What follows belongs to an exercise in optimizing a design on an open flow for small area; a production flow would make more cautious choices. Where RTL was checked, it was by simulation tests only, not by an equivalence proof against the original. The RTL of runs 1 and 2 was laid out without a check of its function. In runs 4 to 6 the design's own scripts or RTL, not TritonCTS, make the clock network. No driver is modelled on the clock port, so clock power and skew are understated where the tree is cut down; a real chip needs a root buffer or a tree. No activity file was given, so power comes from the tool's default toggle rates.

### flow/config.mk
export PLATFORM = sky130hd
export DESIGN_NAME = bopit
export DESIGN_NICKNAME = bopit
export VERILOG_FILES = /design/flow/design.v
export SDC_FILE = /design/flow/constraint.sdc
export NUM_CORES = 4
export LEC_CHECK = 0
export CAP_MARGIN = 20
export CORE_MARGIN = 2
export CORE_UTILIZATION = 40
export SLEW_MARGIN = 20
### flow/constraint.sdc
create_clock -name core_clock -period 10.0 [get_ports {clk}]
set_input_delay 2.0000 -clock core_clock [delete_from_list [all_inputs] [get_ports {clk}]]
set_output_delay 2.0000 -clock core_clock [all_outputs]
set_load 0.01 [all_outputs]
### flow/design.v
module display7(seg_number, an_number, seg, an);
    input wire [3:0] seg_number;
    input wire [1:0] an_number;
    output wire [7:0] seg;
    output wire [3:0] an;
    localparam [15:0] S0 = 16'h0012, S1 = 16'h0060, S2 = 16'h0004, S3 = 16'h0092,
                      S4 = 16'h02ba, S5 = 16'h008e, S6 = 16'h0083, S7 = 16'h03ff;
    assign seg[0] = S0[seg_number];
    assign seg[1] = S1[seg_number];
    assign seg[2] = S2[seg_number];
    assign seg[3] = S3[seg_number];
    assign seg[4] = S4[seg_number];
    assign seg[5] = S5[seg_number];
    assign seg[6] = S6[seg_number];
    assign seg[7] = S7[seg_number] & (an_number != 2'b01);
    assign an[3] = an_number != 2'd0;
    assign an[2] = an_number != 2'd1;
    assign an[1] = an_number != 2'd2;
    assign an[0] = an_number != 2'd3;
endmodule
module notes(clk, rst, speaker, signal);
    input clk;
    input rst;
    input [1:0] signal;      
    output reg speaker;
    reg [7:0] counter;
    always @(posedge clk)
    begin
        if (signal == 2'b00)
            counter <= 0;
        else if (!signal[1])
            counter <= (counter == 8'd55) ? 8'd0 : counter + 8'd1;
        else
            counter <= (counter == 8'd221) ? 8'd0 : counter + 8'd1;
        if (rst || signal == 2'b00)
            speaker <= 0;
        else if (!signal[1])
            speaker <= counter[5];
        else
            speaker <= counter[7];
    end
endmodule
module randomNumber(
    input clk,
    input rst,
    output reg [4:0] data
    );
   reg [4:0] data_next;
   always @* begin
    data_next[4] = data[4]^data[1];
    data_next[3] = data[3]^data[0];
    data_next[2] = data[2]^data_next[4];
    data_next[1] = data[1]^data_next[3];
    data_next[0] = data[0]^data_next[2];
   end
   always @(posedge clk) begin
    if(rst)
        data <= 5'h1f;
    else
        data <= data_next;
   end
endmodule
module clock_1hz(clk, rst, clk_500hz, clk_1hz);
    input clk;
    input rst;
    input clk_500hz;
    output clk_1hz;
    localparam [8:0] HI_FIRST = 9'b001101110;
    localparam [8:0] HI_LAST = 9'b000110111;
    reg [8:0] hi;
    wire last = (hi == HI_LAST);
    assign clk_1hz = clk_500hz & last;
    always @(posedge clk)
        if (rst)
            hi <= HI_FIRST;
        else if (clk_500hz)
            hi <= {hi[7:0], hi[8] ^ hi[4] ^ last};
endmodule
module clock_500hz(clk, rst, clk_500hz);
    input clk;
    input rst;
    output clk_500hz;
    reg [3:0] lo;
    wire fb = lo[3] ? (lo[1] & ~lo[2]) : (lo[1] | lo[2] | ~lo[0]);
    assign clk_500hz = lo[1] & ~lo[2] & ~lo[3];
    always @(posedge clk)
        if (rst)
            lo <= 4'd10;
        else
            lo <= {lo[2:0], fb};
endmodule
module bopit(clk, rst, btnR, btnD, btnL, btnU, btnS, sw, seg, an, led, speaker);
    input clk;
    input rst;
    input btnR, btnS, btnD, btnU, btnL;
    input [7:0] sw;
    output [7:0] led;
    output [7:0] seg;
    output [3:0] an;
    output speaker;
    wire clk_1hz, clk_500hz;
    wire [4:0] randomBop;
    reg [1:0] signal;
    reg [3:0] seg_number;
    reg [3:0] ledCode;       
    reg [3:0] ledReg;
    reg [3:0] bopCode;
    reg [3:0] ones_seconds;
    reg tens_seconds;
    reg [3:0] ones_score;
    reg [3:0] tens_score;
    reg gameOn;
    reg roundWon;
    reg [1:0] roundDelay;
    reg [8:0] fail_count;
    reg scan_start;
    reg [1:0] scan_c;
    wire [1:0] an_number = scan_start ? 2'd0 : scan_c;
    wire [1:0] an_index = scan_start ? 2'd0 : scan_c + 2'd1;
    notes bop_notes(.clk(clk), .rst(rst), .signal(signal), .speaker(speaker));
    randomNumber randomNum(.clk(clk), .rst(rst), .data(randomBop));
    clock_500hz clock_500(.clk(clk), .rst(rst), .clk_500hz(clk_500hz));
    clock_1hz clock_1(.clk(clk), .rst(rst), .clk_500hz(clk_500hz), .clk_1hz(clk_1hz));
    display7 segmentDisplay(.seg_number(seg_number), .an_number(an_number), .seg(seg), .an(an));
    assign led = ledReg[3] ? 8'd0 : (8'd1 << ledReg[2:0]);
    wire [3:0] newCode = randomBop % 12;
    wire anyPress = (|sw) | btnU | btnL | btnD | btnR;
    reg correct;
    always @(*)
        case (bopCode)
            4'd8: correct = btnU;
            4'd9: correct = btnR;
            4'd10: correct = btnD;
            4'd11: correct = btnL;
            default: correct = sw[bopCode[2:0]];
        endcase
    always @(posedge clk)
    if (rst)
    begin
        ones_seconds <= 0;
        tens_seconds <= 0;
        scan_start <= 1;
        scan_c <= 2;
        ones_score <= 0;
        tens_score <= 0;
        bopCode <= 0;
        ledCode <= 4'b1000;
        gameOn <= 1;
        roundWon <= 0;
        roundDelay <= 0;
        signal <= 0;
        fail_count <= 0;
        seg_number <= 0;
        ledReg <= 4'b1000;
    end
    else
    begin
        if (btnS)
        begin
            roundWon <= 0;
            roundDelay <= 0;
            gameOn <= 1;
            ones_score <= 0;
            tens_score <= 0;
            ones_seconds <= 0;
            tens_seconds <= 0;
            bopCode <= newCode;
            fail_count <= 0;
        end
        if (!roundWon)
        begin
            if (correct)
                roundWon <= 1;
            else if (anyPress)
                gameOn <= 0;
        end
        if (clk_1hz && gameOn)
        begin
            if (roundWon)
            begin
                if (roundDelay == 0)
                    signal <= 1;
                if (roundDelay == 1)
                    signal <= 0;
                if (roundDelay == 3)
                begin
                    roundWon <= 0;
                    roundDelay <= 0;
                    bopCode <= newCode;
                    if (ones_score == 4'd9)
                    begin
                        ones_score <= 0;
                        tens_score <= tens_score + 4'd1;
                    end
                    else
                        ones_score <= ones_score + 4'd1;
                end
                else
                    roundDelay <= roundDelay + 2'd1;
                ones_seconds <= 0;
                tens_seconds <= 0;
            end
            else
            begin
                ones_seconds <= ones_seconds + 4'd1;
                if (ones_seconds == 4'd9)
                begin
                    ones_seconds <= 0;
                    tens_seconds <= 1;
                end
            end
        end
        if (tens_seconds)
        begin
            ones_seconds <= 0;
            tens_seconds <= 0;
            gameOn <= 0;
        end
        if (clk_500hz)
        begin
            scan_c <= scan_c + 2'd1;
            if (scan_c == 2'd3)
                scan_start <= 0;
            if (gameOn)
            begin
                case (an_index)
                    2'd0:
                    begin
                        seg_number <= bopCode[3] ? 4'd8 : 4'd5;
                        ledCode <= bopCode;
                        ledReg <= ledCode;
                    end
                    2'd1: seg_number <= {1'b0, bopCode[2:0]};
                    2'd2: seg_number <= 4'd0;
                    default: seg_number <= ones_seconds;
                endcase
            end
            else
            begin
                if (fail_count != 9'd500)
                begin
                    signal <= 2;
                    fail_count <= fail_count + 9'd1;
                end
                else
                    signal <= 0;
                case (an_index)
                    2'd2: seg_number <= tens_score;
                    2'd3: seg_number <= ones_score;
                    default: seg_number <= 4'd0;
                endcase
            end
        end
    end
endmodule
### flow/flow/run.sh
#!/bin/bash
# The standard layout (standard.sh) with these changes:
#  - synthesis is synth_recipe.tcl unchanged except that the abc pass uses
#    flow/abc_deep.script (area-oriented) instead of ORFS's speed script, and
#    adders are left to abc instead of being mapped to half/full adder cells
#  - port buffers are buf_1 instead of clkdlybuf4s50_1
#  - clock tree synthesis adds no dummy loads; the tree has
#    with a clkbuf_8 root and clkbuf_2 leaves
# Every tool's output is in standard.log and under orfs/logs/.
set -euo pipefail
W=$PWD
export OWN_ABC_SCRIPT=$W/flow/abc_deep.script
sed "s|^source \$::env(SCRIPTS_DIR)/synth.tcl|source $W/flow/abc_hook.tcl\nsource \$::env(SCRIPTS_DIR)/synth.tcl|" synth_recipe.tcl > own_synth.tcl
grep -q abc_hook own_synth.tcl
sed "s|/synth_recipe.tcl|/own_synth.tcl|; s|CLKGATE_MAP_FILE= |CLKGATE_MAP_FILE= ADDER_MAP_FILE= |" standard.sh > own_standard.sh
grep -q "ADDER_MAP_FILE= " own_standard.sh
grep -q own_synth.tcl own_standard.sh
export BUFFER_PORTS_ARGS="-buffer_cell sky130_fd_sc_hd__buf_1"
export CTS_ARGS="-sink_clustering_enable -repair_clock_nets -dont_use_dummy_load -root_buf sky130_fd_sc_hd__clkbuf_4 -tree_buf sky130_fd_sc_hd__clkbuf_2 -buf_list sky130_fd_sc_hd__clkbuf_2"
bash own_standard.sh > standard.log 2>&1
### flow/flow/abc_deep.script
strash
&get -n
&st
&deepsyn -T 40
&dch -f
&nf -R 1000
&put
mfs3 -a
topo
### flow/flow/abc_hook.tcl
# Run Yosys's abc pass with this flow's area-oriented ABC script in place of
# the one ORFS picks; every other argument (liberty, dont_use, constraints)
# stays as ORFS gives it. Only combinational logic goes through abc.
proc abc {args} {
  set i [lsearch -exact $args -script]
  if { $i >= 0 } {
    lset args [expr { $i + 1 }] $::env(OWN_ABC_SCRIPT)
  }
  yosys abc {*}$args
}
### flow/standard.sh
#!/bin/bash
# synth_recipe.tcl (not shown) runs the flow's synth.tcl, then flattens the netlist and writes it again
# the make line also repeats each setting of config.mk as NAME=value (left out here)
make -C /OpenROAD-flow-scripts/flow DESIGN_CONFIG=/design/flow/config.mk WORK_HOME=/design/flow/orfs CLKGATE_MAP_FILE= SYNTH_SCRIPT=/design/flow/synth_recipe.tcl "${@:-finish}"
==> summary.txt, run 1 <==
The number of gates resized after cts came out at 0. The total DRC errors in the routed layout is 0. Setup repair after global routing left no endpoint under its margin. The critical path runs through a total of 5 cells. The sum of buffers and inverters on the critical path came out at 3. After detailed placement, the design holds a cell count of about 480. The largest net degree at the start of global routing came out at 22.

For this design, the CTS-stage hold fixing added 0 buffers. Buffers inserted during clock tree synthesis total 9. Among all cell types in the netlist, the one instantiated most often is sky130_fd_sc_hd__dfxtp_1. The leakage power of the design is around 1.2 nW. Cells with a size suffix above 1 make up between 3 and 4% of the layout. The number of failing setup endpoints in the final timing report is 0. The type of the most critical hold path is flip-flop to flip-flop. The share of flip-flops with an asynchronous set or reset after synthesis is 0%. Yosys printed 5 warnings. The synthesized design spends more area on one cell type than any other, namely sky130_fd_sc_hd__dfxtp_1. The H-tree level count came out at 3. The largest fanout of any net on the critical path came out at 9.

The global route total overflow came out at 0. The overall routing resource usage is between 10% and 20%. The post-route standard cell area excluding fillers came out at approximately 0.0034 mm². The overall power after layout is between 500 and 600 µW. The number of violations of the max-capacitance limit is 0. The endpoint kind of the worst setup timing path is an output pin.

The count of TritonRoute iterations in the first routing pass is 5. The horizontal extent of the die came out at 91.2 µm. The count of antenna-violating nets left after detailed routing came out at 0. Counting the fill cells in the layout gives 757. The count of state elements after synthesis came out at 74.

The first-iteration detailed-routing DRC count is roughly 130. The area of combinational cells with multiple inputs is about 0.0015 mm². The clock reaches the later pin of the worst-skew pair after roughly 0.4 ns.

The slew at the pin with the worst max-slew slack is roughly 0.75 ns. The timing-limited maximum frequency came out at between 200 and 250 MHz. The count of flip-flops with a built-in enable after synthesis is 0.

Among the stages of the critical path, the cell type that occurs most often is sky130_fd_sc_hd__clkinv_1. The cell depth of the worst min-delay path came out at 1. Row generation in the floorplan step produced 31 rows. The HPWL after detailed placement is between 4 and 5 mm.

The mapped cell area came out at roughly 0.0030 mm². The relative max-transition margin came out at 49.6%. The data required time at the worst endpoint is 8.00 ns. The most used flip-flop cell after synthesis is sky130_fd_sc_hd__dfxtp_1. The gate family responsible for the most delay along the worst path is buffers and inverters.

The wire length per cell after detailed routing came out at around 13 µm. For the worst setup path, the data arrival time is 2.04 ns. The number of distinct library cell variants in the gate-level netlist after synthesis came out at 42. The number of nets in the layout came out at ~400. The setup path with the least slack is of type flip-flop to output pin. Once the floorplan was initialized, standard cells occupied between 40% and 50% of the core. The biggest cell delay along the critical path came out at slightly below 0.5 ns. For this design the ratio of total power to cell area is approximately 170 mW/mm². The clock passes through at most 2 buffers. The tightest hold margin is between 0.4 and 0.5 ns. For this block, the via count after detailed routing is ~2600. The minimum clock period is between 4 and 5 ns. After clock tree synthesis, the clock-pin slew on the worst setup and hold paths is around 0.12 ns. The cell count after synthesis came out at roughly 340. The number of port buffers is 35.

The cell area reported after detailed placement is 0.00330 mm². The setup TNS came out at 0 ns. The synthesis-to-layout area growth is 10.9%. The flow ran to the end and the layout has no timing, DRC or antenna violations. In the final layout, flip-flops and latches occupy 0.00148 mm².

The routed via count divided by cell count is approximately 5.4. The average footprint of a synthesized cell is 8.91 µm². The number of buffers added for setup after CTS is 0. Counting cells, the worst reg-to-reg path comes to 13. The sequential cell area fraction in the yosys report came out at between 40% and 50%. The final count of pins violating max slew came to 0.

The final wirelength is between 6 and 7 mm. The initial antenna violation count is 0. IR analysis of the VDD net gives a maximum drop of 0.0513 mV. The clock tree from TritonCTS is done. The final RePlAce weighted congestion is 0.751. The worst clock skew is 0.0369 ns. Sorting the synthesized cells by area gives the leading types as sky130_fd_sc_hd__dfxtp_1 49%, sky130_fd_sc_hd__nor2_1 6.2%, sky130_fd_sc_hd__nor3_1 4.3%. The number of diodes added for antenna fixing is 0. The first-pass GRT wire length came out at 10.7 mm. The critical path's slowest cell is sky130_fd_sc_hd__nor2_1.

The number of nets handed over by synthesis was ~360. In this run the standard cell core region covers 0.00729 mm². The critical path goes through a21oi_1 -> clkinv_1 -> nor2_1 -> clkinv_1 -> buf_1. The hold violation count in the final report came out at 0.

The count of placed standard cells in the final layout, fillers left out is ~490. The share of the synthesized area in the top cell type came out at about half. The via count of the first global-routing pass is between 2000 and 2500.

The floorplan die height came out at 91.2 µm. The clock tree root buffer cell is sky130_fd_sc_hd__clkbuf_4. The full die area is just over 0.008 mm².

The number of sinks handled by clock tree synthesis is 74. The critical path launch point type is a flip-flop. The portion of the clock cycle consumed by the worst path in the final layout came out at roughly two fifths. The top-level port count is 36. By count the netlist is led by 74 x sky130_fd_sc_hd__dfxtp_1, 50 x sky130_fd_sc_hd__nor2_1, 26 x sky130_fd_sc_hd__nand2_1, 26 x sky130_fd_sc_hd__nor3_1, 22 x sky130_fd_sc_hd__a21oi_1.
[through the flow]
step                      setup WS, ns  utilization [%]
after floorplan                   6.56                -
after global placement            6.15             45.3
after detailed placement          6.06             45.3
after CTS                         5.93             46.2
after global routing              5.70             46.2
final                             5.96             46.2
[layout make-up]
type | instances | share of cell area [%]
Clock buffer | 9 | 2.01
Tap cell | 99 | 3.68
Inverter | 12 | 1.34
Sequential cell | 74 | 44.0
Timing Repair Buffer | 36 | 4.12
Multi-Input combinational cell | 255 | 44.9
[flip-flops by register name, indices dropped and copies added (netlist names)]
register	cells
clock_1.hi	9
fail_count	9
bop_notes.counter	8
randomNum.data	5
bopCode	4
clock_500.lo	4
ledCode	4
ledReg	4
ones_score	4
ones_seconds	4
seg_number	4
tens_score	4
roundDelay	2
scan_c	2
signal	2
bop_notes.speaker	1
gameOn	1
roundWon	1
scan_start	1
tens_seconds	1
[cell usage in the layout (no fill, tap or decap), drive strengths merged, types with 3 or more instances in the layout]
cell type / synthesis / final
and3: 8 / 8
nand2b: 5 / 5
nor3: 26 / 26
o21ai: 17 / 17
or2: 3 / 3
dfxtp: 74 / 74
xnor2: 10 / 10
clkinv: 12 / 12
and2: 3 / 3
buf: 0 / 36
nor2b: 5 / 5
nand3: 5 / 5
a221oi: 9 / 9
a31oi: 4 / 4
nand2: 26 / 26
a22o: 12 / 12
o21a: 3 / 3
nand4: 3 / 3
mux2i: 3 / 3
nor2: 50 / 50
o22a: 6 / 6
a21o: 5 / 5
a21oi: 22 / 22
clkbuf: 0 / 9
nor4: 4 / 4
[worst paths after layout]
kind	slack (ns)	to	from
max	5.96	an[1]	scan_c[0]
min	0.44	clock_500.lo[1]	clock_500.lo[0]
min reg2reg	0.44	clock_500.lo[1]	clock_500.lo[0]
max reg2reg	6.41	tens_score[2]	clock_500.lo[2]
[layer usage]
metal  vias up  global-route usage (%)  routed length, µm
met5         -                       0                  0
met4         0                    7.58                114
met3        11                    2.99                198
met2        44                    22.7               2520
met1      1204                    22.5               3290
li1       1350                       -                  -
[power breakdown]
part	internal, mW	switching [mW]	leakage (nW)
clock network	0.0419	0.0885	0.0414
logic	0.0466	0.0521	0.540
registers	0.324	0.0358	0.603
[kinds of logic after synthesis]
| group | share of synthesized area, % |
|---|---|
| AND/OR/NAND/NOR | 23.8 |
| XOR/XNOR | 3.46 |
| flip-flops | 48.7 |
| multiplexers | 2.47 |
| buffers and inverters | 1.48 |
| AO/OA/AOI/OAI | 20.0 |
==> run 2, diff against run 1 <==
--- a/flow/flow/run.sh
+++ b/flow/flow/run.sh
@@ -6,5 +6,5 @@
 #  - port buffers are buf_1 instead of clkdlybuf4s50_1
 #  - clock tree synthesis adds no dummy loads; the tree has
-#    with a clkbuf_8 root and clkbuf_2 leaves
+#    with a clkbuf_8 root and clkbuf_4 leaves
 # Every tool's output is in standard.log and under orfs/logs/.
 set -euo pipefail
@@ -17,4 +17,4 @@
 grep -q own_synth.tcl own_standard.sh
 export BUFFER_PORTS_ARGS="-buffer_cell sky130_fd_sc_hd__buf_1"
-export CTS_ARGS="-sink_clustering_enable -repair_clock_nets -dont_use_dummy_load -root_buf sky130_fd_sc_hd__clkbuf_4 -tree_buf sky130_fd_sc_hd__clkbuf_2 -buf_list sky130_fd_sc_hd__clkbuf_2"
+export CTS_ARGS="-sink_clustering_enable -repair_clock_nets -dont_use_dummy_load -root_buf sky130_fd_sc_hd__clkbuf_8 -tree_buf sky130_fd_sc_hd__clkbuf_4 -buf_list sky130_fd_sc_hd__clkbuf_4"
 bash own_standard.sh > standard.log 2>&1
==> run 2 against run 1 <==
Net effect: still clean on timing, DRC and antenna; final area up 1.7%; synthesized cell count unchanged; register-to-register slack better by 0.02 ns; utilization up 0.77 points; worst setup slack better by 0.073 ns; critical path depth unchanged; global-route usage down 0.17 points; final cell count unchanged; sequential power about the same; count of clock-buffer cells in the layout unchanged; die area unchanged; largest cell class unchanged.
==> summary.txt, run 2 <==
By area, the combinational part of the netlist is dominated by simple AND/OR/NAND/NOR gates. The floorplan step defined a die boundary enclosing between 0.008 and 0.009 mm². The number of diodes added for antenna fixing is 0. The relative max-transition margin is a little over 50%. The timing-limited maximum frequency is around 250 MHz. Ranked by total cell area, the synthesized netlist is headed by sky130_fd_sc_hd__dfxtp_1 49%, sky130_fd_sc_hd__nor2_1 6.2%, sky130_fd_sc_hd__nor3_1 4.3%.

The number of nets handed over by synthesis was between 300 and 400. The data arrival at the endpoint of the critical path came out at roughly 2.0 ns. The sum of buffers and inverters on the critical path came out at 3. The largest fanout of any net on the critical path came out at 9.

The synthesized netlist cell count is 341. The overall routing resource usage came out at roughly 16%. The first detailed-routing pass took 4 iterations.

In this run the standard cell core region covers 0.00729 mm². The count of flip-flops with a built-in enable after synthesis came out at 0. Post-CTS timing repair inserted 0 buffers for setup. In the routed design, unresolved DRC markers number 0. The final count of pins violating max slew is 0. The first-iteration detailed-routing DRC count is between 100 and 150. The count of antenna-violating nets left after detailed routing is 0. The synthesized netlist devotes under 10% of its cell area to XOR and XNOR gates. The cell area that synthesis handed to floorplanning was 0.00304 mm². The average footprint of a synthesized cell came out at between 8 and 9 µm².

The portion of the clock cycle consumed by the worst path in the final layout is 39.7%. The hold buffer count at cts is 0. The library cell used most frequently in the layout, excluding fill and tap cells, is sky130_fd_sc_hd__dfxtp_1.

The critical path goes through a21oi_1 -> clkinv_1 -> nor2_1 -> clkinv_1 -> buf_1. Routability-driven placement finished with a final weighted congestion of 0.751. In this run the clock root is driven by a sky130_fd_sc_hd__clkbuf_8. The count of state elements after synthesis came out at between 70 and 80.

The initial core utilization came out at 41.7%. The detailed-route via count came out at 2587. From synthesis to final layout, the design area changed by 12.7%. The slowest stage of the critical path is the sky130_fd_sc_hd__nor2_1 cell. The flow ran to the end and the layout has no timing, DRC or antenna violations.

The count of standard-cell rows came out at 31. The H-tree level count came out at 3. The sequential cell area fraction in the yosys report is between 40% and 50%.

By count the netlist is led by 74 x sky130_fd_sc_hd__dfxtp_1, 50 x sky130_fd_sc_hd__nor2_1, 26 x sky130_fd_sc_hd__nand2_1, 26 x sky130_fd_sc_hd__nor3_1, 22 x sky130_fd_sc_hd__a21oi_1. The biggest cell delay along the critical path came out at around 0.50 ns. The total CTS buffers came out at 9. The number of failing setup endpoints in the final timing report is 0. The critical path in this run is classified as flip-flop to output pin.

The final wirelength came out at roughly 6.1 mm. The tree built by TritonCTS fans out to 74 sinks. Yosys printed 5 warnings.

The horizontal extent of the die is 91.2 µm. The synthesized netlist devotes 20.0% of its cell area to compound gates. The number of port buffers came out at 35. Of all cell types, the one taking the most synthesized area is sky130_fd_sc_hd__dfxtp_1. The via count of the first global-routing pass came out at ~2300. The internal cell power is 451 µW. The number of violations of the max-capacitance limit is 0. The global route total overflow is 0. The hold violation count in the final report is 0. The net switching share of the total power is 28.7%. The minimum clock period came out at ~4.0 ns.

The min-delay analysis places its worst path in the category flip-flop to flip-flop. The logic gate share of total power is between 10% and 20%. The area share of fa/ha/maj cells after synthesis came out at 0%. The top cell types in the final layout, fill and taps aside, are 74 x sky130_fd_sc_hd__dfxtp_1, 50 x sky130_fd_sc_hd__nor2_1, 35 x sky130_fd_sc_hd__buf_1. The setup TNS came out at 0 ns. Detailed placement ended at an HPWL of about 4.5 mm. The share of final-layout standard cells stronger than drive strength 1 came out at approximately 3.1%. The share of the synthesized area in the top cell type is between 40% and 50%. STA classifies the critical path endpoint as an output pin. The switching power came out at around 180 µW. The maximum buffer depth of the clock tree came out at 2. Using the TritonRoute via totals, the vias-per-cell ratio works out to 5.33. The top-level port count is 36.

In the final layout, the registers with the most flip-flops are clock_1.hi x9, fail_count x9, bop_notes.counter x8. The worst setup slack after layout came out at just over 6 ns. Broken down by cell family, the worst path's largest delay share belongs to simple AND/OR/NAND/NOR gates. In the post-synthesis netlist, the cell with the most instances is sky130_fd_sc_hd__dfxtp_1. The final layout contains 403 nets. The post-synthesis share of cell area spent on and, or, nand and nor gates came out at a little under a quarter. The maximum ir drop on the vdd rail is around 0.059 mV. The initial antenna violation count is 0. Sequential cells account for between 50% and 60% of the total power. Setup repair after global routing left no endpoint under its margin. The worst slack after detailed placement came out at 6.06 ns. The critical path launch point type is a flip-flop. The largest net degree at the start of global routing came out at 22. The most used flip-flop cell after synthesis is sky130_fd_sc_hd__dfxtp_1. The slew at the pin with the worst max-slew slack came out at approximately 0.73 ns. For this design the ratio of total power to cell area is around 180 mW/mm². Clock skew on the completed layout was measured at slightly below 0.02 ns. The first global-routing pass estimated approximately 11 mm of wire.

For the worst setup path, the data required time is around 8 ns. The wire length per cell after detailed routing came out at 12.6 µm. The number of distinct library cell variants in the gate-level netlist after synthesis came out at 42.

The most repeated library cell on the critical path is sky130_fd_sc_hd__clkinv_1. After clock tree synthesis, the clock-pin slew on the worst setup and hold paths is around 0.07 ns. The floorplan die height came out at between 90 and 100 µm.

The share of flip-flops with an asynchronous set or reset after synthesis is 0%. The later-pin clock latency in the skew report came out at 0.34 ns. The number of gates resized after cts is 0.

TritonCTS built the clock tree. The multiplexer share of the synthesized area came out at between 2 and 2.5%. The clock power share came out at between 20% and 30%. The leakage power of the design came out at 1.21 nW.
==> run 2: cell counts after synthesis <==
No cell type changed its count.
==> run 2: kinds of logic (layout without fill, tap and decap cells) <==
family	after synthesis	count (layout)
AO/OA/AOI/OAI	89	89
XOR/XNOR	12	12
buffers and inverters	12	57
flip-flops	74	74
multiplexers	5	5
AND/OR/NAND/NOR	149	149
==> run 2: layer usage <==
| layer | share of wire (%) | GRT usage (%) | vias up |
|---|---|---|---|
| met3 | 4.1 | 2.99 | 10 |
| met4 | 1.5 | 7.07 | 0 |
| met2 | 41 | 22.2 | 47 |
| met5 | 0 | 0 | - |
| met1 | 54 | 22.6 | 1181 |
| li1 | - | - | 1349 |
==> run 2: per-stage QoR <==
| stage | power (mW) | area (µm²) | std cells | hold WS (ns) | util, % |
|---|---|---|---|---|---|
| finish | 0.632 | 3430 | 485 | 0.443 | 47.0 |
| global placement | 0.464 | 3300 | 476 | 0.440 | 45.3 |
| floorplan | 0.434 | 3040 | 341 | 0.416 | - |
| global route | 0.672 | 3430 | 485 | 0.465 | 47.0 |
| CTS | 0.638 | 3430 | 485 | 0.448 | 47.0 |
| detailed placement | 0.465 | 3300 | 476 | 0.436 | 45.3 |
==> run 2: worst reg2reg max path: stages (launching register included) <==
cell and delay [ns]:
sky130_fd_sc_hd__dfxtp_1 0.30, sky130_fd_sc_hd__clkinv_1 0.06, sky130_fd_sc_hd__nand2_1 0.12, sky130_fd_sc_hd__nor2_1 0.56
sky130_fd_sc_hd__nand2_1 0.25, sky130_fd_sc_hd__nor3_1 0.40, sky130_fd_sc_hd__nand2_1 0.21, sky130_fd_sc_hd__nor3_1 0.42
sky130_fd_sc_hd__nand2_1 0.17, sky130_fd_sc_hd__or2_0 0.26, sky130_fd_sc_hd__nor2b_1 0.18, sky130_fd_sc_hd__and2_0 0.26
sky130_fd_sc_hd__a31o_1 0.19, sky130_fd_sc_hd__a21oi_1 0.06
==> run 2: final timing paths <==
path                           to  slack [ns]       startpoint  cells after the start
setup / recovery            an[1]        6.03        scan_c[0]                      5
hold / removal    clock_500.lo[3]        0.44  clock_500.lo[2]                      2
setup reg to reg    tens_score[3]        6.43  clock_500.lo[2]                     13
hold reg to reg   clock_500.lo[3]        0.44  clock_500.lo[2]                      2
==> run 2: final cells by class <==
class,count,area [µm²]
fill,752,3870
multi-input combinational,255,1510
sequential,74,1480
timing repair buffer,36,139
clock buffer,9,124
tap,99,124
inverter,12,45.0
==> run 2: power groups by stage <==
stage / combinational, mW / sequential (mW) / clock [mW]
final: 0.0986 / 0.359 / 0.175
after global routing: 0.114 / 0.366 / 0.192
after CTS: 0.0995 / 0.360 / 0.179
after detailed placement: 0.0987 / 0.366 / 0
after global placement: 0.0985 / 0.366 / 0
after floorplan: 0.0785 / 0.355 / 0
==> run 3, diff against run 2 <==
--- a/flow/design.v
+++ b/flow/design.v
@@ -107,5 +107,5 @@
     reg [3:0] bopCode;
     reg [3:0] ones_seconds;
-    reg tens_seconds;
+    wire timeout = ones_seconds[3] & ones_seconds[1];
     reg [3:0] ones_score;
     reg [3:0] tens_score;
@@ -139,5 +139,4 @@
     begin
         ones_seconds <= 0;
-        tens_seconds <= 0;
         scan_start <= 1;
         scan_c <= 2;
@@ -164,5 +163,4 @@
             tens_score <= 0;
             ones_seconds <= 0;
-            tens_seconds <= 0;
             bopCode <= newCode;
             fail_count <= 0;
@@ -199,20 +197,11 @@
                     roundDelay <= roundDelay + 2'd1;
                 ones_seconds <= 0;
-                tens_seconds <= 0;
             end
             else
-            begin
                 ones_seconds <= ones_seconds + 4'd1;
-                if (ones_seconds == 4'd9)
-                begin
-                    ones_seconds <= 0;
-                    tens_seconds <= 1;
-                end
-            end
-        end
-        if (tens_seconds)
+        end
+        if (timeout)
         begin
             ones_seconds <= 0;
-            tens_seconds <= 0;
             gameOn <= 0;
         end
--- a/flow/flow/run.sh
+++ b/flow/flow/run.sh
@@ -5,6 +5,5 @@
 #    adders are left to abc instead of being mapped to half/full adder cells
 #  - port buffers are buf_1 instead of clkdlybuf4s50_1
-#  - clock tree synthesis adds no dummy loads; the tree has
-#    with a clkbuf_8 root and clkbuf_4 leaves
+#  - clock tree synthesis adds no dummy loads and uses only clkbuf_8
 # Every tool's output is in standard.log and under orfs/logs/.
 set -euo pipefail
@@ -17,4 +16,4 @@
 grep -q own_synth.tcl own_standard.sh
 export BUFFER_PORTS_ARGS="-buffer_cell sky130_fd_sc_hd__buf_1"
-export CTS_ARGS="-sink_clustering_enable -repair_clock_nets -dont_use_dummy_load -root_buf sky130_fd_sc_hd__clkbuf_8 -tree_buf sky130_fd_sc_hd__clkbuf_4 -buf_list sky130_fd_sc_hd__clkbuf_4"
+export CTS_ARGS="-sink_clustering_enable -repair_clock_nets -dont_use_dummy_load -root_buf sky130_fd_sc_hd__clkbuf_8 -buf_list sky130_fd_sc_hd__clkbuf_8"
 bash own_standard.sh > standard.log 2>&1
==> run 3 against run 2 <==
Net effect: count of clock-buffer cells in the layout stayed put; highest routed layer unchanged; largest cell class unchanged; sequential cell count is 1 lower; synthesized area is 2.6% lower.
==> summary.txt, run 3 <==
The flow ran to the end and the layout has no timing, DRC or antenna violations. The number of distinct library cell variants in the gate-level netlist after synthesis came out at 38. The met2 track demand over resource is roughly a quarter. The later-pin clock latency in the skew report is 0.34 ns.

The biggest cell delay along the critical path is between 0.8 and 0.9 ns. The leakage power of the design is 1.16 nW. The total instance count after detailed placement came out at between 400 and 500. In this design, the largest share of critical-path delay is due to simple AND/OR/NAND/NOR gates. The timing-limited maximum frequency is ~250 MHz.

The via count of the first global-routing pass came out at ~2300. The wire length per cell after detailed routing came out at roughly 13 µm. The number of violations of the max-capacitance limit came out at 0. The count of state elements after synthesis is 73.

The count of antenna-violating nets left after detailed routing came out at 0. In the layout the commonest cells are 73 x sky130_fd_sc_hd__dfxtp_1, 48 x sky130_fd_sc_hd__nor2_1, 35 x sky130_fd_sc_hd__buf_1. The floorplan step set the die width to about 90 µm. The slowest stage of the critical path belongs to the cell sky130_fd_sc_hd__nor3b_1. The worst setup path is captured at an output pin. Cell internal power was estimated by the tool at 429 µW. The area of the core came out at ~0.0072 mm². The hold violation count in the final report came out at 0.

The clock transition time at the flip-flop clock pins of the worst setup and hold paths is ~0.080 ns. The number of gates resized after cts came out at 0. The synthesized netlist cell count is ~330. The slew at the pin with the worst max-slew slack is about 1.0 ns. The final core utilization came out at roughly 46%. The count of TritonRoute iterations in the first routing pass is 6. The finished layout holds between 400 and 500 standard cells, fillers aside. The net count after synthesis came out at 342. The floorplan has 31 rows.

Walking the worst path, the cells encountered are nor3b_1 -> clkinv_1 -> buf_1. The routing usage on met3 came out at under 10%. In the finished design, the share of the clock period the worst path needs comes to about two fifths. The sum of buffers and inverters on the critical path is 2. STA classifies the critical path startpoint as a flip-flop.

The die covers a little over 0.008 mm². In the synthesized netlist the dominant register cell turns out to be sky130_fd_sc_hd__dfxtp_1. Summed over all layers, the routed wires come to about 6.3 mm. In this run the worst hold path is classified as flip-flop to flip-flop. Using the TritonRoute via totals, the vias-per-cell ratio works out to about 5.4.

The top cell type by total area after synthesis is sky130_fd_sc_hd__dfxtp_1. The repair_antennas step left the layout with diodes totalling 0. After clock tree synthesis, the setup repair step added 0 buffers. Leaving out fill and tap cells, the most frequent cell in the layout is sky130_fd_sc_hd__dfxtp_1. TritonCTS built the clock tree. The number of inserted filler cells in the final layout came out at between 700 and 800. The path type of the worst setup path is flip-flop to output pin. The most congested layer reported by global routing is met2.

The count of flip-flops with a built-in enable after synthesis is 0. The data required time at the worst endpoint came out at around 8.0 ns. The detailed-route via count is 2540.

The sequential cell fraction of total power came out at between 50 and 60%. Averaged over all synthesized cells, the footprint is just over 9 µm². The first-iteration detailed-routing DRC count is ~100. The total overflow left after global routing is 0. The floorplan die height came out at 90.0 µm. The initial antenna violation count came out at 0. The worst clock skew is 0.0173 ns.

The overall routing resource usage is about 16%. The data arrival at the endpoint of the critical path is approximately 2.0 ns. The mapped cell area is just under 0.003 mm².

The largest fanout of any net on the critical path is 9. By area the synthesized netlist is led by sky130_fd_sc_hd__dfxtp_1 49%, sky130_fd_sc_hd__nor2_1 6.1%, sky130_fd_sc_hd__nor3_1 4.9%. Counting I/O delays and the setup requirement, the final critical path takes just over 4 ns. The final count of pins violating max slew came out at 0. The net switching share of the total power came out at between 20% and 30%. The maximum ir drop on the vdd rail is 0.0711 mV.

The share of final-layout standard cells stronger than drive strength 1 came out at between 3 and 4%. The area used by sequential logic in the layout is roughly 0.0015 mm². The synthesis-to-layout area growth came out at 13.1%. The analysis attributes to net switching a power of 161 µW. Buffers inserted to repair hold after CTS numbered 0.

The top-level port count is 36. The number of nets in the layout came out at approximately 400. By instance count, the leading cell after synthesis is sky130_fd_sc_hd__dfxtp_1.

The final RePlAce weighted congestion is between 0.7 and 0.8. Combinational cells account for between 10% and 20% of the total power. The initial core utilization came out at between 40% and 50%.

The number of port buffers is 35. The first global-routing pass estimated about 11 mm of wire. The share of flip-flops with an asynchronous set or reset after synthesis is 0%. The commonest cells after synthesis are 73 x sky130_fd_sc_hd__dfxtp_1, 48 x sky130_fd_sc_hd__nor2_1, 29 x sky130_fd_sc_hd__nor3_1. The met1 demand-to-capacity share in global routing came out at 22.3%. The H-tree level count came out at 3. Per report_power, the clock group accounts for roughly 29% of the total. The number of failing setup endpoints in the final timing report is 0. The largest net degree at the start of global routing is 22.

Summing all multi-input logic gate instances after layout gives roughly 0.0015 mm². The largest registers in the layout are clock_1.hi x9, fail_count x9, bop_notes.counter x8. The half-perimeter wire length after detailed placement came out at ~4.6 mm. Setup repair after global routing left no endpoint under its margin.

The number of sinks handled by clock tree synthesis is 73. The total CTS buffers is 9. The power density over the cells came out at 176 mW/mm². Headroom to the max-slew limit came out at around 31%. The share of the synthesized area in the top cell type came out at roughly half. The number of warnings issued by yosys is 5. The maximum buffer depth of the clock tree came out at 2.

The setup TNS is 0 ns. Summing the sequential cell areas from Yosys gives around half of the chip area. CTS placed an instance of sky130_fd_sc_hd__clkbuf_8 at the clock tree root.

The total DRC errors in the routed layout is 0.
[run 3: changes by cell type after synthesis, sizes merged, moves of 3 or more]
| cell | before | now |
|---|---|---|
| a21o | 5 | 2 |
| nor3 | 26 | 29 |
| and3 | 8 | 13 |
| and2 | 3 | 7 |
| a211oi | 0 | 4 |
| clkinv | 12 | 9 |
| nand2 | 26 | 21 |
[run 3: cell type report]
type | instances | share of cell area [%]
timing repair buffer | 36 | 4.15
inverter | 9 | 1.01
clock buffer | 9 | 3.70
sequential | 73 | 43.7
multi-input combinational | 245 | 43.8
tap | 99 | 3.70
[run 3: worst reg2reg max path: stages, from the launching register on]
cell                       delay [ns]
sky130_fd_sc_hd__dfxtp_1         0.31
sky130_fd_sc_hd__clkinv_1        0.07
sky130_fd_sc_hd__nand2_1         0.12
sky130_fd_sc_hd__nor2_1          0.50
sky130_fd_sc_hd__nand2_1         0.22
sky130_fd_sc_hd__nor2_1          0.34
sky130_fd_sc_hd__nand2_1         0.17
sky130_fd_sc_hd__clkinv_1        0.10
sky130_fd_sc_hd__and3_1          0.32
sky130_fd_sc_hd__and3_1          0.31
sky130_fd_sc_hd__and3_1          0.23
sky130_fd_sc_hd__nand2_1         0.09
sky130_fd_sc_hd__xor2_1          0.13
sky130_fd_sc_hd__nor2_1          0.05
[run 3: metal layers]
| layer | up-vias | share of wire, % |
|---|---|---|
| met5 | - | 0 |
| met4 | 0 | 1.2 |
| met3 | 6 | 4.4 |
| met2 | 47 | 44 |
| met1 | 1191 | 50 |
| li1 | 1296 | - |
[run 3: power groups by stage]
stage / clock (mW) / sequential (mW) / combinational, mW
3_3_place_gp: 0 / 0.346 / 0.0789
6_report: 0.169 / 0.341 / 0.0799
5_1_grt: 0.189 / 0.344 / 0.0920
3_5_place_dp: 0 / 0.346 / 0.0800
2_1_floorplan: 0 / 0.337 / 0.0615
4_1_cts: 0.176 / 0.340 / 0.0805
[run 3: cells by family after synthesis]
group | share of synthesized area (%)
flip-flops | 49.4
multiplexers | 2.62
AO/OA/AOI/OAI | 19.7
buffers and inverters | 1.14
AND/OR/NAND/NOR | 23.3
XOR/XNOR | 3.85
[run 3: path summary, 6_finish.rpt]
path | start | end | slack (ns) | cells past startpoint
min reg2reg | clock_500.lo[2] | clock_500.lo[3] | 0.45 | 2
max reg2reg | clock_500.lo[2] | tens_score[3] | 6.93 | 13
min | clock_500.lo[2] | clock_500.lo[3] | 0.45 | 2
max | scan_c[1] | an[1] | 5.98 | 3
[run 3: per-stage QoR]
step / setup slack [ns] / hold WS [ns] / total power [mW] / instance area (µm²)
2_1_floorplan: 6.72 / 0.416 / 0.399 / 2960
3_3_place_gp: 6.32 / 0.422 / 0.425 / 3220
3_5_place_dp: 6.18 / 0.445 / 0.426 / 3220
4_1_cts: 5.98 / 0.447 / 0.597 / 3350
5_1_grt: 5.77 / 0.475 / 0.625 / 3350
6_report: 5.98 / 0.449 / 0.590 / 3350
==> run 4, diff against run 3 <==
--- a/flow/flow/run.sh
+++ b/flow/flow/run.sh
@@ -5,6 +5,9 @@
 #    adders are left to abc instead of being mapped to half/full adder cells
 #  - port buffers are buf_1 instead of clkdlybuf4s50_1
-#  - clock tree synthesis adds no dummy loads and uses only clkbuf_8
-# Every tool's output is in standard.log and under orfs/logs/.
+#  - clock tree synthesis adds no dummy loads and uses only clkbuf_8; after
+#    it, flow/reclk.tcl replaces that tree with 3 clkbuf_16 driven by the
+#    clock port, one per third of the registers (see reclk.tcl)
+# Every tool's output is in standard.log, reclk.log, standard_finish.log and
+# under orfs/logs/.
 set -euo pipefail
 W=$PWD
@@ -17,3 +20,14 @@
 export BUFFER_PORTS_ARGS="-buffer_cell sky130_fd_sc_hd__buf_1"
 export CTS_ARGS="-sink_clustering_enable -repair_clock_nets -dont_use_dummy_load -root_buf sky130_fd_sc_hd__clkbuf_8 -buf_list sky130_fd_sc_hd__clkbuf_8"
-bash own_standard.sh > standard.log 2>&1
+bash own_standard.sh cts > standard.log 2>&1
+R=orfs/results/$FLOW_PLATFORM/bopit/base
+cat > reclk_run.tcl <<EOT
+read_liberty $FLOW_HOME/platforms/$FLOW_PLATFORM/lib/sky130_fd_sc_hd__tt_025C_1v80.lib
+read_db $R/4_1_cts.odb
+read_sdc $R/4_cts.sdc
+source $W/flow/reclk.tcl
+write_db $R/4_1_cts.odb
+EOT
+RECLK_NB=3 RECLK_BUF=sky130_fd_sc_hd__clkbuf_16 RECLK_PORT=clk openroad -no_init -exit reclk_run.tcl > reclk.log 2>&1
+grep -q "reclk: " reclk.log
+bash own_standard.sh finish > standard_finish.log 2>&1
==> flow/flow/reclk.tcl (new file) <==
# Replace the clock tree that CTS built (an H-tree of 9 clkbuf_8) with a
# single level: the clock port drives RECLK_NB clkbuf_16 buffers, each
# driving the registers of one vertical strip of the core. The strips hold
# equal numbers of registers and each buffer sits at its registers' centroid,
# so every register's clock passes through exactly one equal buffer.
source $::env(FLOW_HOME)/platforms/$::env(FLOW_PLATFORM)/setRC.tcl
set nb $::env(RECLK_NB)
set block [ord::get_db_block]
set master [[ord::get_db] findMaster $::env(RECLK_BUF)]
set clk_net [$block findNet $::env(RECLK_PORT)]

set old_nets {}
foreach inst [$block getInsts] {
  if { [string match "sky130_fd_sc_hd__clkbuf_*" [[$inst getMaster] getName]] } {
    set x [[$inst findITerm X] getNet]
    if { $x != "NULL" } { lappend old_nets $x }
    foreach it [$inst getITerms] { $it disconnect }
    odb::dbInst_destroy $inst
  }
}
set sinks {}
foreach inst [$block getInsts] {
  set it [$inst findITerm CLK]
  if { $it != "NULL" } {
    lassign [$inst getLocation] x y
    lappend sinks [list $x $y $it]
  }
}
set sinks [lsort -integer -index 0 $sinks]
set n [llength $sinks]
puts "reclk: $n register clock pins, $nb buffers"
for { set g 0 } { $g < $nb } { incr g } {
  set grp [lrange $sinks [expr { $g * $n / $nb }] [expr { ($g + 1) * $n / $nb - 1 }]]
  set sx 0
  set sy 0
  foreach s $grp {
    incr sx [lindex $s 0]
    incr sy [lindex $s 1]
  }
  set b [odb::dbInst_create $block $master "clkbuf_own_$g"]
  $b setLocation [expr { $sx / [llength $grp] }] [expr { $sy / [llength $grp] }]
  $b setPlacementStatus PLACED
  set net [odb::dbNet_create $block "clknet_own_$g"]
  $net setSigType CLOCK
  [$b findITerm A] connect $clk_net
  [$b findITerm X] connect $net
  foreach s $grp {
    set it [lindex $s 2]
    $it disconnect
    $it connect $net
  }
}
foreach net $old_nets {
  if { [llength [$net getITerms]] == 0 && [llength [$net getBTerms]] == 0 } { odb::dbNet_destroy $net }
}
detailed_placement
check_placement
estimate_parasitics -placement
set_propagated_clock [all_clocks]
report_clock_skew
report_worst_slack -max
report_worst_slack -min
report_check_types -max_slew -max_capacitance -violators
==> run 4 against run 3 <==
Net effect: global-route usage is 0.84 points lower; sequential cell count stayed put; critical path depth stayed put; clock power is 27% lower; sequential power hardly changed; final area is 1.5% lower; maximum frequency is 4.9% higher; largest power group unchanged; sequential share of layout area is 0.65 points higher.
==> summary.txt, run 4 <==
The maximum ir drop on the vdd rail came out at about 0.13 mV. The count of flip-flops with a built-in enable after synthesis is 0. The first routing iteration left 118 violations. The launching instance or port of the critical path is scan_c[1]. Counting every instance in the synthesized netlist gives 327. The count of TritonRoute iterations in the first routing pass came out at 4.

The multiplexer share of the synthesized area is between 2 and 3%. The clock power share came out at a little under a quarter. The synthesis-to-layout area growth is 11.4%. The horizontal extent of the die came out at roughly 90 µm.

The sequential cell fraction of total power is 62.5%. The complex-gate fraction of the synthesized area came out at between 10% and 20%. The hold violation count in the final report is 0. STA classifies the critical path endpoint as an output pin. The initial core utilization is between 40% and 50%. Fill cells in the final layout number 747. Once detailed placement completed, the half-perimeter wirelength came to about 4.6 mm. The first-pass GRT wire length came out at 10.7 mm. The final count of pins violating max slew is 0.

The area share of fa/ha/maj cells after synthesis is 0%. The dominant combinational cell family by area after synthesis is simple AND/OR/NAND/NOR gates. 36 I/O pins were placed. By startpoint and endpoint, the worst setup path is classified as flip-flop to output pin. The later-pin clock latency in the skew report came out at around 0.16 ns. The clock transition time at the flip-flop clock pins of the worst setup and hold paths came out at 0.09 ns. In the final layout, the multi-input gates occupy about 0.0015 mm².

The sequential cell area fraction in the yosys report is between 40% and 50%. By area the synthesized netlist is led by sky130_fd_sc_hd__dfxtp_1 49%, sky130_fd_sc_hd__nor2_1 6.1%, sky130_fd_sc_hd__nor3_1 4.9%. The portion of the clock cycle consumed by the worst path in the final layout came out at a little under two fifths. The number of nets in the layout is around 380. The share of the synthesized area in the top cell type is roughly 49%.

The slew at the pin with the worst max-slew slack came out at 1.03 ns. Of the cells placed in the final design, the portion with a size suffix greater than 1 is 1.91%. The via count of the first global-routing pass is ~2300. The share of flip-flops with an asynchronous set or reset after synthesis came out at 0%. The largest single stage delay on the critical path is between 0.8 and 0.9 ns. The number of warnings issued by yosys is 5. After detailed routing, the number of remaining DRC violations is 0. The worst slack after detailed placement is between 6 and 7 ns. The full die area came out at around 0.008 mm².

Yosys instantiated no cell more often than sky130_fd_sc_hd__dfxtp_1. The tightest min-delay check is of the flip-flop to flip-flop type. The largest fanout of any net on the critical path came out at 9. In the synthesized netlist, the cells that appear most often are 73 x sky130_fd_sc_hd__dfxtp_1, 48 x sky130_fd_sc_hd__nor2_1, 29 x sky130_fd_sc_hd__nor3_1. The number of sinks handled by clock tree synthesis came out at 73. The worst pin sits at a relative slew slack of roughly a third. In this run, post-CTS hold repair placed 0 buffers. The final RePlAce weighted congestion came out at roughly 0.76. The floorplan die height came out at about 90 µm. The number of distinct library cell variants in the gate-level netlist after synthesis is 38.

In this run the power spent charging and discharging nets is between 100 and 150 µW. At the worst endpoint, the arrival time is around 1.8 ns. The largest registers in the layout are clock_1.hi x9, fail_count x9, bop_notes.counter x8. The overall routing resource usage came out at roughly 16%. The minimum clock period came out at roughly 3.8 ns. The setup TNS came out at 0 ns. The leakage power of the design is approximately 1.1 nW. The post-synthesis share of cell area spent on and, or, nand and nor gates came out at about a quarter. The library cell used most frequently in the layout, excluding fill and tap cells, is sky130_fd_sc_hd__dfxtp_1. The area used by sequential logic in the layout is approximately 0.0015 mm².

The global route total overflow is 0. The most used flip-flop cell after synthesis is sky130_fd_sc_hd__dfxtp_1. The library cells used most frequently in the layout, excluding fill and tap cells, are 73 x sky130_fd_sc_hd__dfxtp_1, 48 x sky130_fd_sc_hd__nor2_1, 35 x sky130_fd_sc_hd__buf_1. In this run, the combinational gates consume between 10 and 15% of the power.

The number of diodes added for antenna fixing is 0. The worst clock skew is around 0.0074 ns. The largest individual stage delay along the critical path comes from the cell sky130_fd_sc_hd__nor3b_1.

The synthesized netlist devotes 3.85% of its cell area to XOR and XNOR gates. The number of gates resized after cts came out at 0. Once the clock tree was built, the setup fixing pass inserted 0 buffers. The startpoint identified for the worst register-to-register timing path is clock_500.lo[2].

The flow ran to the end and the layout has no timing, DRC or antenna violations. The origin of the worst min-delay path is clock_500.lo[0]. After synthesis the cells add up to ~0.0030 mm². The number of failing setup endpoints in the final timing report is 0. The count of standard-cell rows came out at 31. The wire length per cell after detailed routing is ~13 µm. Synthesis produced a netlist with a net count of 342. The count of state elements after synthesis came out at 73.

In this run the mean area of a mapped cell was about 9.1 µm². The number of port buffers came out at 35. After floorplanning, the core was sized to cover roughly 0.007 mm².

Summing over every cut layer, the via total after detailed routing is 2523. The data required time at the worst endpoint came out at 8.00 ns. Setup repair after global routing left no endpoint under its margin. The top cell type by total area after synthesis is sky130_fd_sc_hd__dfxtp_1. The sum of buffers and inverters on the critical path is 2.

The cell family contributing the most delay on the critical path is simple AND/OR/NAND/NOR gates. The final wirelength is 6.16 mm. The routed via count divided by cell count is roughly 5.4.

The internal cell power came out at between 400 and 500 µW. The signal on the critical path passes through nor3b_1 -> clkinv_1 -> buf_1. The timing-limited maximum frequency is roughly 260 MHz. The largest net degree at the start of global routing came out at 26.

Dividing total power by cell area gives a power density of around 160 mW/mm². The initial antenna violation count is 0. The worst setup path is launched from a flip-flop.

In this run switching power makes up roughly 26% of total power. The worst setup slack after layout is between 6 and 7 ns. The count of antenna-violating nets left after detailed routing came out at 0.

The number of violations of the max-capacitance limit came out at 0.
-- run 4: cell types whose count changed in the layout (fill, tap and decap cells not counted), sizes merged --
cell	previous run	this run
clkbuf	9	3
-- run 4: per-layer routing --
metal | global-route usage (%) | up-vias | part of all wire (%)
li1 | - | 1287 | -
met1 | 22.2 | 1180 | 50
met2 | 25.0 | 54 | 45
met3 | 2.51 | 2 | 3.4
met4 | 3.21 | 0 | 0.62
met5 | 0 | - | 0
-- run 4: power groups by stage --
stage	sequential, mW	clock [mW]	combinational [mW]
after floorplan	0.337	0	0.0615
after global routing	0.344	0.142	0.0917
after detailed placement	0.346	0	0.0800
after CTS	0.340	0.176	0.0805
after global placement	0.346	0	0.0789
final	0.340	0.124	0.0801
-- run 4: worst paths after layout --
path / cells past startpoint / to / slack [ns]
min: 1 / clock_500.lo[1] / 0.46
min reg2reg: 1 / clock_500.lo[1] / 0.46
max reg2reg: 13 / tens_score[3] / 6.93
max: 3 / an[1] / 6.16
-- run 4: final cells by class --
cell class / instances / share of cell area, %
multi-input combinational: 245 / 44.4
sequential: 73 / 44.3
timing repair buffer: 36 / 4.21
tap: 99 / 3.76
buffer: 3 / 2.28
inverter: 9 / 1.02
-- run 4: kinds of logic (layout without fill, tap and decap cells) --
logic type | Yosys count | in the layout
DFF | 73 | 73
xor gates and xnor gates | 13 | 13
and+or+nand+nor | 142 | 142
buffers and inverters | 9 | 48
AOI/OAI and AO/OA | 86 | 86
muxes | 4 | 4
-- run 4: per-stage QoR --
stage               hold WS [ns]  area (µm²)  utilization, %  power [mW]  instances
floorplan                  0.416        2960               -       0.399        327
global route               0.477        3300            45.7       0.578        465
CTS                        0.447        3350            46.4       0.597        471
finish                     0.457        3300            45.7       0.544        465
global placement           0.422        3220            44.7       0.425        462
detailed placement         0.445        3220            44.7       0.426        462
==> run 5, diff against run 4 <==
--- a/flow/design.v
+++ b/flow/design.v
@@ -61,19 +61,30 @@
    end
 endmodule
-module clock_1hz(clk, rst, clk_500hz, clk_1hz);
+module clock_1hz(clk, rst, clk_500hz, clk_1hz, scan, start);
     input clk;
     input rst;
     input clk_500hz;
     output clk_1hz;
-    localparam [8:0] HI_FIRST = 9'b001101110;
-    localparam [8:0] HI_LAST = 9'b000110111;
-    reg [8:0] hi;
-    wire last = (hi == HI_LAST);
-    assign clk_1hz = clk_500hz & last;
+    output reg [1:0] scan;
+    output start;
+    localparam [6:0] HH_START = 7'b0101010;
+    localparam [6:0] HH_LAST = 7'b1101010;
+    reg [6:0] hh;
+    wire last = (hh == HH_LAST);
+    assign start = (hh == HH_START);
+    assign clk_1hz = clk_500hz & (scan == 2'd1) & last;
     always @(posedge clk)
         if (rst)
-            hi <= HI_FIRST;
-        else if (clk_500hz)
-            hi <= {hi[7:0], hi[8] ^ hi[4] ^ last};
+        begin
+            scan <= 2'd2;
+            hh <= HH_START;
+        end
+        else
+        begin
+            if (clk_500hz)
+                scan <= scan + 2'd1;
+            if (clk_500hz && scan == 2'd3)
+                hh <= {hh[5:0], hh[6] ^ hh[0] ^ last};
+        end
 endmodule
 module clock_500hz(clk, rst, clk_500hz);
@@ -114,6 +125,6 @@
     reg [1:0] roundDelay;
     reg [8:0] fail_count;
-    reg scan_start;
-    reg [1:0] scan_c;
+    wire scan_start;
+    wire [1:0] scan_c;
     wire [1:0] an_number = scan_start ? 2'd0 : scan_c;
     wire [1:0] an_index = scan_start ? 2'd0 : scan_c + 2'd1;
@@ -121,5 +132,5 @@
     randomNumber randomNum(.clk(clk), .rst(rst), .data(randomBop));
     clock_500hz clock_500(.clk(clk), .rst(rst), .clk_500hz(clk_500hz));
-    clock_1hz clock_1(.clk(clk), .rst(rst), .clk_500hz(clk_500hz), .clk_1hz(clk_1hz));
+    clock_1hz clock_1(.clk(clk), .rst(rst), .clk_500hz(clk_500hz), .clk_1hz(clk_1hz), .scan(scan_c), .start(scan_start));
     display7 segmentDisplay(.seg_number(seg_number), .an_number(an_number), .seg(seg), .an(an));
     assign led = ledReg[3] ? 8'd0 : (8'd1 << ledReg[2:0]);
@@ -139,6 +150,4 @@
     begin
         ones_seconds <= 0;
-        scan_start <= 1;
-        scan_c <= 2;
         ones_score <= 0;
         tens_score <= 0;
@@ -208,7 +217,4 @@
         if (clk_500hz)
         begin
-            scan_c <= scan_c + 2'd1;
-            if (scan_c == 2'd3)
-                scan_start <= 0;
             if (gameOn)
             begin
==> run 5 against run 4 <==
Net effect: via count fell by 4.6%; clock power is essentially flat; die area down 2.1%; hold slack better by 0.0027 ns; final cell count down 0.65%; register-to-register slack got worse by 0.77 ns; first-iteration DRC count grew 5.9%; critical path depth is 4 higher; global-route usage barely moved; synthesized cell count is 1.2% lower; sequential power is 2% lower; routed wire length fell by 3.8%; largest cell class unchanged; largest power group unchanged.
==> summary.txt, run 5 <==
The count of state elements after synthesis is 70. The worst hold path begins at clock_500.lo[2]. The top-level port count came out at 36. The run finished with no timing, DRC or antenna violations. Synthesis produced a netlist with a net count of 338. The number of cells on the worst reg-to-reg path is 18.

In the synthesized netlist, the cells that appear most often are 70 x sky130_fd_sc_hd__dfxtp_1, 43 x sky130_fd_sc_hd__nor2_1, 25 x sky130_fd_sc_hd__nand2_1, 25 x sky130_fd_sc_hd__nor3_1, 23 x sky130_fd_sc_hd__a21oi_1. VDD sags by at most 0.104 mV. On the critical path, the stage with the largest delay is an instance of sky130_fd_sc_hd__dfxtp_1. The hold violation count in the final report came to 0. The full die area came out at 0.00793 mm². The initial core utilization came out at 40.6%. The number of violations of the max-capacitance limit is 0.

The share of the synthesized area in the top cell type is approximately half. The synthesized netlist cell count came out at between 300 and 400. The total instance count after detailed placement came out at 459. The startpoint identified for the worst register-to-register timing path is clock_1.hh[0]. The area of combinational cells with multiple inputs came out at approximately 0.0015 mm². The number of failing setup endpoints in the final timing report is 0. The most used flip-flop cell after synthesis is sky130_fd_sc_hd__dfxtp_1.

For this run the aggregate overflow at the end of global routing stands at 0. The worst clock skew came out at between 0.009 and 0.01 ns. In this run the vertical extent of the chip is slightly below 90 µm. The signal on the critical path passes through nor3_1 -> nand4_1 -> nor2_1 -> a21oi_1 -> and2_0 -> nor2_1 -> buf_1. The relative max-transition margin came out at 37.8%. The via count of the first global-routing pass is 2173.

The count of flip-flops with a built-in enable after synthesis came out at 0. The clock transition time at the flip-flop clock pins of the worst setup and hold paths is around 0.080 ns. Summed over all failing endpoints, the final setup total negative slack is 0 ns. The floorplan has 31 rows. The critical path launch point type is a flip-flop. The final count of pins violating max slew is 0. The mapped cell area came out at ~0.0029 mm². The count of antenna-violating nets left after detailed routing is 0. The data required time at the worst endpoint is approximately 8.0 ns.

The area of the core came out at just over 0.007 mm². The final RePlAce weighted congestion came out at 0.816. The data arrival at the endpoint of the critical path is approximately 1.9 ns. The first global-routing pass estimated just under 10 mm of wire. The share of final-layout standard cells stronger than drive strength 1 is 2.20%.

The sequential cell area fraction in the yosys report came out at 48.4%. Summed over all cells, the static leakage comes to 1.13 nW. The largest net degree at the start of global routing came out at 35. In the layout the commonest cells are 70 x sky130_fd_sc_hd__dfxtp_1, 43 x sky130_fd_sc_hd__nor2_1, 35 x sky130_fd_sc_hd__buf_1. The number of distinct library cell variants in the gate-level netlist after synthesis came out at 38.

The most common cell after layout, fill and taps aside is sky130_fd_sc_hd__dfxtp_1. The number of diodes added for antenna fixing is 0. In this run the critical register-to-register path is captured at tens_score[3]. The final core utilization is a little under half. The setup path with the least slack is of type flip-flop to output pin. The number of gates resized after cts came out at 0.

The largest registers in the layout are fail_count x9, bop_notes.counter x8, clock_1.hh x7. The detailed-route via count came out at ~2400. The most repeated library cell on the critical path is sky130_fd_sc_hd__nor2_1. The register with the most flip-flops in the final layout is fail_count. The min-delay analysis places its worst path in the category flip-flop to flip-flop. Along the worst hold path, the cell count comes to 1. For the pin with the worst max-slew slack, the measured transition is ~0.9 ns. The number of inserted filler cells in the final layout is a little over 700. After the first detailed-routing iteration, the DRC count stood at roughly 130. For hold timing, the worst endpoint is clock_500.lo[3]. The register with the most flip-flops in the layout has 9 of them. Setup repair after global routing left no endpoint under its margin. The number of port buffers came out at 35.

The number of sinks handled by clock tree synthesis is 70. The initial antenna violation count is 0. The later-pin clock latency in the skew report came out at roughly 0.16 ns. In the final routed layout, each cell accounts on average for 12.8 µm.

The worst setup path is captured at an output pin. For this run, design rule violations remaining after detail routing come to 0. Of all flip-flops after synthesis, the portion carrying an async set or reset was 0%. The top cell type by total area after synthesis is sky130_fd_sc_hd__dfxtp_1. The count of TritonRoute iterations in the first routing pass came out at 6. The number of warnings issued by yosys came out at 5. The number of nets in the layout is 380. The minimum clock period is approximately 3.9 ns. The number of setup buffers added after CTS is 0.

The final wirelength is about 5.9 mm. The overall routing resource usage came out at approximately 16%. The largest single stage delay on the critical path is around 0.33 ns.

The average footprint of a synthesized cell is 8.96 µm². Ranked by total cell area, the synthesized netlist is headed by sky130_fd_sc_hd__dfxtp_1 48%, sky130_fd_sc_hd__nor2_1 5.6%, sky130_fd_sc_hd__a22o_1 4.5%. The overall power after layout came out at ~550 µW. The largest fanout of any net on the critical path is 6. Hold repair after CTS inserted 0 buffers.

The half-perimeter wire length after detailed placement came out at around 4.3 mm. The area used by sequential logic in the layout is 0.00140 mm². In this run the horizontal extent of the chip is around 89 µm. Based on the critical path, the design can be clocked at up to 256 MHz. The power density over the cells came out at 170 mW/mm². In the finished design, the share of the clock period the worst path needs comes to between 30% and 40%. The routed via count divided by cell count came out at 5.21. Compared with the post-synthesis result, the final layout area differs by 11.9%. The count of placed standard cells in the final layout, fillers left out is between 400 and 500. The slack of the worst reg-to-reg path came out at roughly 6.2 ns.

sky130_fd_sc_hd__dfxtp_1 is the most common cell in the netlist.
run 5: changes by cell type after synthesis, sizes merged, moves of 4 or more:
cell / before / now
or2: 1 / 5
nand2: 21 / 25
nor3: 29 / 25
nor2: 48 / 43
and3: 13 / 8
run 5: logic make-up (layout without fill, tap and decap cells):
logic type	after synthesis	after routing	synth area share, %
flip-flops	70	70	48.4
buffers and inverters	11	51	1.43
XOR/XNOR	12	12	3.63
AO/OA/AOI/OAI	85	85	20.2
multiplexers	5	5	3.02
AND/OR/NAND/NOR	140	140	23.3
run 5: per-stage QoR:
step           hold WS [ns]  area (µm²)  setup slack [ns]
6_report              0.460        3240              6.10
5_1_grt               0.483        3240              5.63
4_1_cts               0.462        3290              5.93
3_5_place_dp          0.444        3170              6.17
3_3_place_gp          0.434        3170              6.23
2_1_floorplan         0.416        2900              6.63
run 5: critical path: cells and delay by family (launching register included):
family / cells / cell delay (ns)
compound gates: 1 / 0.14
simple gates: 5 / 1.12
flops: 1 / 0.33
buf+inv: 1 / 0.16
run 5: per-layer routing:
layer | track usage [%] | wire [µm]
met1 | 22.5 | 3040
met2 | 24.4 | 2670
met3 | 2.68 | 153
met4 | 3.39 | 60
met5 | 0 | 0
run 5: worst max-delay path by stage:
stage / startpoint / end / slack (ns)
after floorplan: clock_1.hh[2] / seg[7] / 6.63
after global placement: rst / ones_score[3] / 6.23
after detailed placement: rst / ones_score[3] / 6.17
after CTS: clock_1.hh[2] / seg[7] / 5.93
after global routing: clock_1.hh[0] / tens_score[3] / 5.63
final: clock_1.hh[2] / seg[7] / 6.10
run 5: layout make-up:
type / count / share of cell area [%]
inverters: 11 / 1.27
repair buffers: 37 / 4.52
multi-input cells: 242 / 44.8
plain buffers: 3 / 2.32
well taps: 99 / 3.82
flip-flops and latches: 70 / 43.2
run 5: power breakdown:
part           leakage (nW)  internal, mW  total (mW)  switching, mW
sequential            0.570         0.303       0.332         0.0290
clock                0.0370        0.0550       0.126         0.0707
combinational         0.520        0.0435      0.0931         0.0496
==> run 6, diff against run 5 <==
--- a/flow/design.v
+++ b/flow/design.v
@@ -125,4 +125,6 @@
     reg [1:0] roundDelay;
     reg [8:0] fail_count;
+    localparam [8:0] FAIL_END = 9'd67;
+    wire fail_done = (fail_count == FAIL_END);
     wire scan_start;
     wire [1:0] scan_c;
@@ -233,8 +235,8 @@
             else
             begin
-                if (fail_count != 9'd500)
+                if (!fail_done)
                 begin
                     signal <= 2;
-                    fail_count <= fail_count + 9'd1;
+                    fail_count <= {fail_count[7:0], ~(fail_count[8] ^ fail_count[4])};
                 end
                 else
==> run 6 against run 5 <==
Net effect: final area decreased by 1.7%; critical endpoint unchanged; synthesized area decreased by 1.5%; combinational power decreased by 1%; still clean; final cell count decreased by 3.9%; global-route usage increased by 0.77 points; register-to-register slack improved by 0.28 ns.
==> summary.txt, run 6 <==
The largest registers in the layout are fail_count x9, bop_notes.counter x8, clock_1.hh x7. The critical path is of the flip-flop to output pin type. The count of standard-cell rows is 30.

The first global-routing pass estimated ~10 mm of wire. In the layout the commonest cells are 70 x sky130_fd_sc_hd__dfxtp_1, 35 x sky130_fd_sc_hd__buf_1, 34 x sky130_fd_sc_hd__nor2_1. The wire length per cell after detailed routing came out at between 10 and 15 µm. The average footprint of a synthesized cell is approximately 9.2 µm².

In the final design database the tool counted 365 nets. The relative max-transition margin came out at a little under half. The number of cells on the worst reg-to-reg path is 14. Sequential elements use around 49% of the synthesized area. The endpoint kind of the worst setup timing path is an output pin. In this run, the number of DRC markers left after iteration 0 of detailed routing was 100.

The global route total overflow is 0. The count of state elements after synthesis is 70. The data arrival at the endpoint of the critical path came out at 1.97 ns. Leaving out fill and tap cells, the most frequent cell in the layout is sky130_fd_sc_hd__dfxtp_1. The number of distinct library cell variants in the gate-level netlist after synthesis came out at 41. The count of placed standard cells in the final layout, fillers left out is ~440. Summed over all instances, the cell type with the most area after synthesis is sky130_fd_sc_hd__dfxtp_1. Across the run, the number of max-cap violations was 0. The half-perimeter wire length after detailed placement came out at about 4.5 mm.

The hold buffer count at cts is 0. The initial antenna violation count came out at 0. The initial utilization of the core area, before any placement, comes to between 40% and 50%. The setup TNS is 0 ns. Yosys printed 5 warnings.

The timing-limited maximum frequency is around 250 MHz. In this run the most critical hold path is launched from clock_500.lo[2]. In this run the static leakage power is about 1.1 nW. The worst setup slack after layout is roughly 6.0 ns.

The worst clock skew is between 0.009 and 0.01 ns. The flip-flop count of the largest register, all copies and words added is 9. Data on the critical path is required at its endpoint by approximately 8 ns. The largest net degree at the start of global routing is 25. The flow ran to the end and the layout has no timing, DRC or antenna violations. The most frequent cell after synthesis is sky130_fd_sc_hd__dfxtp_1. The routed via count divided by cell count came out at about 5.4. The number of sinks handled by clock tree synthesis came out at 70. The overall routing resource usage is approximately 16%.

The maximum ir drop on the vdd rail is roughly 0.11 mV. The critical path launch point type is a flip-flop. The later pin in the worst-skew pair is clocked with a latency of ~0.16 ns. The largest fanout of any net on the critical path is 6.

The count of antenna-violating nets left after detailed routing came out at 0. The path with the worst hold slack has its endpoint at clock_500.lo[3]. The clock transition time at the flip-flop clock pins of the worst setup and hold paths came out at approximately 0.09 ns.

The slew at the pin with the worst max-slew slack is just under 0.8 ns. The power density over the cells came out at 172 mW/mm².
-- run 6: changes by cell type after synthesis, moves of 3 or more --
cell                       before  now
sky130_fd_sc_hd__o21ai_0       16   12
sky130_fd_sc_hd__nand2b_1       7    4
sky130_fd_sc_hd__nor2_1        43   34
sky130_fd_sc_hd__a22o_1        15   21
-- run 6: cell type report --
class                      count  area, µm²
inverter                      11       41.3
fill                         667       3640
timing repair buffer          36        139
sequential                    70       1400
buffer                         3       75.1
multi-input combinational    228       1410
tap                           96        120
-- run 6: power breakdown --
part / switching [mW] / total, mW / internal (mW)
sequential: 0.0302 / 0.333 / 0.303
clock: 0.0681 / 0.123 / 0.0549
combinational: 0.0492 / 0.0918 / 0.0427
total: 0.147 / 0.548 / 0.401
-- run 6: how the worst max path moves through the flow --
stage | to | slack [ns] | startpoint | depth (start not counted)
after floorplan | seg[2] | 6.42 | seg_number[1] | 5
after global placement | fail_count[0] | 6.22 | rst | 7
after detailed placement | fail_count[0] | 6.19 | rst | 7
after CTS | seg[7] | 5.83 | clock_1.hh[3] | 8
after global routing | an[1] | 5.79 | clock_1.hh[3] | 7
final | seg[7] | 6.03 | clock_1.hh[3] | 8
-- run 6: kinds of logic after synthesis --
logic type | count (synthesis) | share of synthesized area [%]
flip-flops | 70 | 49.1
multiplexers | 4 | 2.72
AO/OA/AOI/OAI | 90 | 22.2
buffers and inverters | 11 | 1.45
AND/OR/NAND/NOR | 122 | 20.8
XOR/XNOR | 12 | 3.68
-- run 6: worst max-delay path, stage by stage, from the launching register on --
cell and delay (ns):
sky130_fd_sc_hd__dfxtp_1 0.36, sky130_fd_sc_hd__nand2_1 0.06, sky130_fd_sc_hd__nor3_1 0.20, sky130_fd_sc_hd__nand3_1 0.18, sky130_fd_sc_hd__nor2_1 0.24, sky130_fd_sc_hd__a21oi_1 0.14
sky130_fd_sc_hd__and2_0 0.31, sky130_fd_sc_hd__a21oi_1 0.16, sky130_fd_sc_hd__buf_1 0.16
-- run 6: metal layers --
metal  share of wire, %  track usage [%]
met3                2.7             2.61
met1                 52             22.3
met5                  0                0
met4                1.2             3.86
met2                 44             27.1
-- run 6: through the flow --
| step | total power, mW | hold WS [ns] | area [µm²] |
|---|---|---|---|
| 2_1_floorplan | 0.401 | 0.416 | 2850 |
| 3_3_place_gp | 0.429 | 0.433 | 3110 |
| 3_5_place_dp | 0.432 | 0.441 | 3110 |
| 4_1_cts | 0.604 | 0.444 | 3240 |
| 5_1_grt | 0.580 | 0.484 | 3190 |
| 6_report | 0.548 | 0.455 | 3190 |
